This design comes from an exercise in tuning for small area on the open sky130 flow, not from production work.
Function was checked by simulation only, so behaviour that the tests miss may differ from the original.
The flow treats the clock pin as an ideal source, which a real chip does not have.

== the previous run ==
==> flow/design.v <==
`timescale 1 ns / 1 ps
`default_nettype none
module bt656_tx
    #(
    parameter SYS_CLOCK         = 50000000,
    parameter PIXEL_CLOCK       = 12500000,
    parameter HACT_PIXELS       = 720*2,
    parameter HBLK_PIXELS       = (19+62+57)*2,
    parameter VACT_LINES_F1     = 240,
    parameter VBLK_LINES_F1_TOP = 18,
    parameter VBLK_LINES_F1_BOT = 4,
    parameter VACT_LINES_F2     = 240,
    parameter VBLK_LINES_F2_TOP = 18,
    parameter VBLK_LINES_F2_BOT = 5
    )(
    input wire i_ResetN,
    input wire i_SysClock,
    input wire i_TxValid,
    input wire i_InterlaceMode,
    input wire i_FirstField,
    input wire [15:0] i_FirstLine,
    output wire [7:0] o_Data,
    output wire o_PixelClock,
    output wire o_Vsignal,
    output wire o_Hsignal,
    output wire o_Fsignal
    );
    reg [1:0]  presc;      
    reg        disp;       
    reg        fld;        
    reg        vb;         
    reg [10:0] ring;
    reg        cy;
    reg [10:0] pos;        
    wire [8:0] w = pos[10:2];
    wire [1:0] b = pos[1:0];
    wire tick = ~presc[1] & presc[0];
    wire adv  = tick & disp;
    wire [11:0] inc = {1'b0, pos} + 12'd1;
    wire eol  = inc[11];                
    wire pre  = ~w[8] & ~w[7] & ~w[5] & ~w[3] & ~w[2] & ~w[0];                  
    wire eav  = ~w[8] & ~w[7] & ~w[5] & ~w[3] & ~w[2] & w[0];                   
    wire sav  = ~w[8] & ~w[6] & ~w[5] & w[4] & ~w[3] & w[2] & w[1] & w[0];      
    wire nxl  = adv & eol;
    wire hact = w[8] | (w[7] & (w[6] | w[5] | (w[4] & w[3])));               
    wire [8:0] ln = {ring[5:0], ring[10:8]};     
    wire im = ring[6];                            
    wire eof  = ln[8] & ln[2] & (fld ? ln[1] : ln[0]);
    always @(posedge i_SysClock, negedge i_ResetN) begin
        if (!i_ResetN) begin
            presc <= 2'd0;
            disp  <= 1'b0;
            pos   <= 11'd331;
            vb    <= 1'b1;
        end else begin
            presc <= presc + 2'd1;
            if (tick & i_TxValid)
                disp <= 1'b1;
            if (adv)
                pos <= inc[10:0] | {2'b00, eol, 1'b0, eol, 2'b00, eol, eol, 2'b00};
            if (nxl & (vb ? (ln == 9'd17) : (ln[8] & ln[0])))
                vb <= ~vb;
        end
    end
    always @(posedge i_SysClock) begin
        if (!disp) begin
            fld  <= i_InterlaceMode & i_FirstField;
            ring <= {1'b0, i_InterlaceMode, i_FirstLine[8:0]};
            cy   <= 1'b0;
        end else begin
            if (nxl & eof) begin
                fld  <= im & ~fld;
                ring <= {5'd0, ring[6], 5'd0};
                cy   <= 1'b0;
            end else begin
                ring <= {ring[0], ring[10:8], ring[7] ^ cy, ring[6:1]};
                cy   <= nxl | (cy & ring[7]);
            end
        end
    end
    wire sync = eav | sav;
    wire hx   = ~w[7];                 
    wire [7:0] xy = {1'b1, fld, vb, hx, vb ^ hx, fld ^ hx, fld ^ vb, fld ^ vb ^ hx};
    reg [7:0] data;
    always @(*) begin
        if (pre)
            data = 8'h00;
        else if (sync)
            case (b)
                2'd0: data = 8'hFF;
                2'd3: data = xy;
                default: data = 8'h00;
            endcase
        else if (!hact)
            data = b[0] ? 8'h10 : 8'h80;
        else
            case (b)
                2'd0: data = 8'h25;
                2'd1: data = 8'hAA;
                2'd2: data = 8'h5A;
                default: data = 8'h55;
            endcase
    end
    assign o_Data       = data;
    assign o_PixelClock = disp & ~presc[1];
    assign o_Vsignal    = vb;
    assign o_Hsignal    = ~hact;
    assign o_Fsignal    = fld & ~pre;
endmodule
`resetall
Settings: LEC_CHECK=0, CAP_MARGIN=20, CORE_MARGIN=2, CORE_UTILIZATION=40, SLEW_MARGIN=20; clock period 20.0 ns.
standard.sh (not shown) runs the stock make flow with config.mk's settings and CLKGATE_MAP_FILE= SYNTH_SCRIPT=/design/flow/synth_recipe.tcl, a recipe that flattens the netlist after the stock synthesis.
==> flow/flow/run.sh <==
#!/bin/bash
# The standard ORFS layout (standard.sh) with changes that touch only how the
# combinational logic is mapped and how ports and the clock are buffered:
#  - synthesis is ORFS's own (synth_recipe.tcl, same registers and names), with ABC's
#    area script replaced by flow/abc_area.script (ABC_AREA=1, from a copy of the
#    ORFS scripts folder that differs only in that file);
#  - the port buffers are the smallest buffer, buf_1;
#  - CTS builds its tree from clkbuf_8 without dummy loads, and after CTS the root
#    clock buffer, which drives only the leaf buffers, is shrunk to clkbuf_1.
# ORFS writes each step's log under orfs/logs; make's output goes to flow_*.log here.
set -euo pipefail
HERE=$(pwd)
rm -rf "$HERE/scripts_abc"
cp -r "$FLOW_HOME/scripts" "$HERE/scripts_abc"
cp "$HERE/flow/abc_area.script" "$HERE/scripts_abc/abc_area.script"
bash standard.sh SCRIPTS_DIR="$HERE/scripts_abc" ABC_AREA=1 synth > "$HERE/flow_synth.log" 2>&1
export BUFFER_PORTS_ARGS="-buffer_cell sky130_fd_sc_hd__buf_1"
export CTS_ARGS="-sink_clustering_enable -repair_clock_nets -dont_use_dummy_load -buf_list sky130_fd_sc_hd__clkbuf_8 -root_buf sky130_fd_sc_hd__clkbuf_8"
export POST_CTS_TCL="$HERE/flow/post_cts.tcl"
bash standard.sh finish > "$HERE/flow_make.log" 2>&1
==> flow/flow/abc_area.script <==
&get -n
&deepsyn -J 100 -T 300
&put
dch -f
amap
topo
stime -c
==> flow/flow/post_cts.tcl <==
# Shrink the clock buffers that the clock port drives directly (the root of the tree,
# which drives only the leaf buffers) to clkbuf_1.
set net [[ord::get_db_block] findNet i_SysClock]
foreach it [$net getITerms] {
  set inst [$it getInst]
  if {[string match "*clkbuf*" [[$inst getMaster] getName]]} {
    puts "post_cts: [$inst getName] [[$inst getMaster] getName] -> sky130_fd_sc_hd__clkbuf_1"
    replace_cell [$inst getName] sky130_fd_sc_hd__clkbuf_1
  }
}
Input-level comparison between the current run and the previous run:
-- flow/design.v --
<<< the previous run, line 35
    wire [8:0] w = pos[10:2];
    wire [1:0] b = pos[1:0];
    wire tick = ~presc[1] & presc[0];
    wire adv  = tick & disp;
    wire [11:0] inc = {1'b0, pos} + 12'd1;
>>> the current run, line 35
    wire [8:0] w = pos[10:2];
    wire [1:0] b = pos[1:0];
    wire tick = ~presc[1] & presc[0];     
    wire adv  = tick & disp;
    wire [11:0] inc = {1'b0, pos} + 12'd1;
<<< the previous run, line 54
            vb    <= 1'b1;
        end else begin
            presc <= presc + 2'd1;
            if (tick & i_TxValid)
                disp <= 1'b1;
>>> the current run, line 54
            vb    <= 1'b1;
        end else begin
            presc <= {presc[0], ~presc[1]};
            if (tick & i_TxValid)
                disp <= 1'b1;
### Flow results
Summary of the current run over the previous run: wire length higher; cell area after placement shows a reduction of about 0.6%.
Half-perimeter wire length after detailed placement (higher): the previous run
Diff the previous run -> the current run | routed length on met3 | down by more than a quarter
In the tables for the current run and the previous run, critical path depth reads higher with the current run.
For the final design instance area without fill, the current run came in about 0.6% lower than the previous run did.
The lower maximum cell stage delay along the critical path came out of the current run.
The count of distinct cell types in the synthesized netlist in the current run was higher than what the previous run gave.
The current run ended up with a higher largest voltage drop on the vdd net than the previous run did.

==> separate check: timing with driven ports <==
How much do the figures lean on ideal ports? The routed layouts below were timed once more, with nothing changed but the port constraints.
Step 1 sets driving cells, clkbuf_16 on the clock port and buf_2 on the other inputs (assumed; they add their load-dependent delay and slew).
Step 2, shift: input delay + t, output delay - t, t = (earliest + latest rising clock arrival at the registers) / 2. This alone moves slack from input paths to output paths.
Three values: ideal ports, drivers, drivers and shift; two values: the first two.
| run | shift t [ns] | setup slack, ns | worst setup path after step 2 | worst slew at a driven data input, ns |
|---|---|---|---|---|
| the previous run | 0.381 | 13.509 / 13.488 / 13.869 | register to output | 0.03 |
| the current run | 0.344 | 13.355 / 13.334 / 13.678 | register to output | 0.03 |
After both steps setup and hold are still met in every run listed.
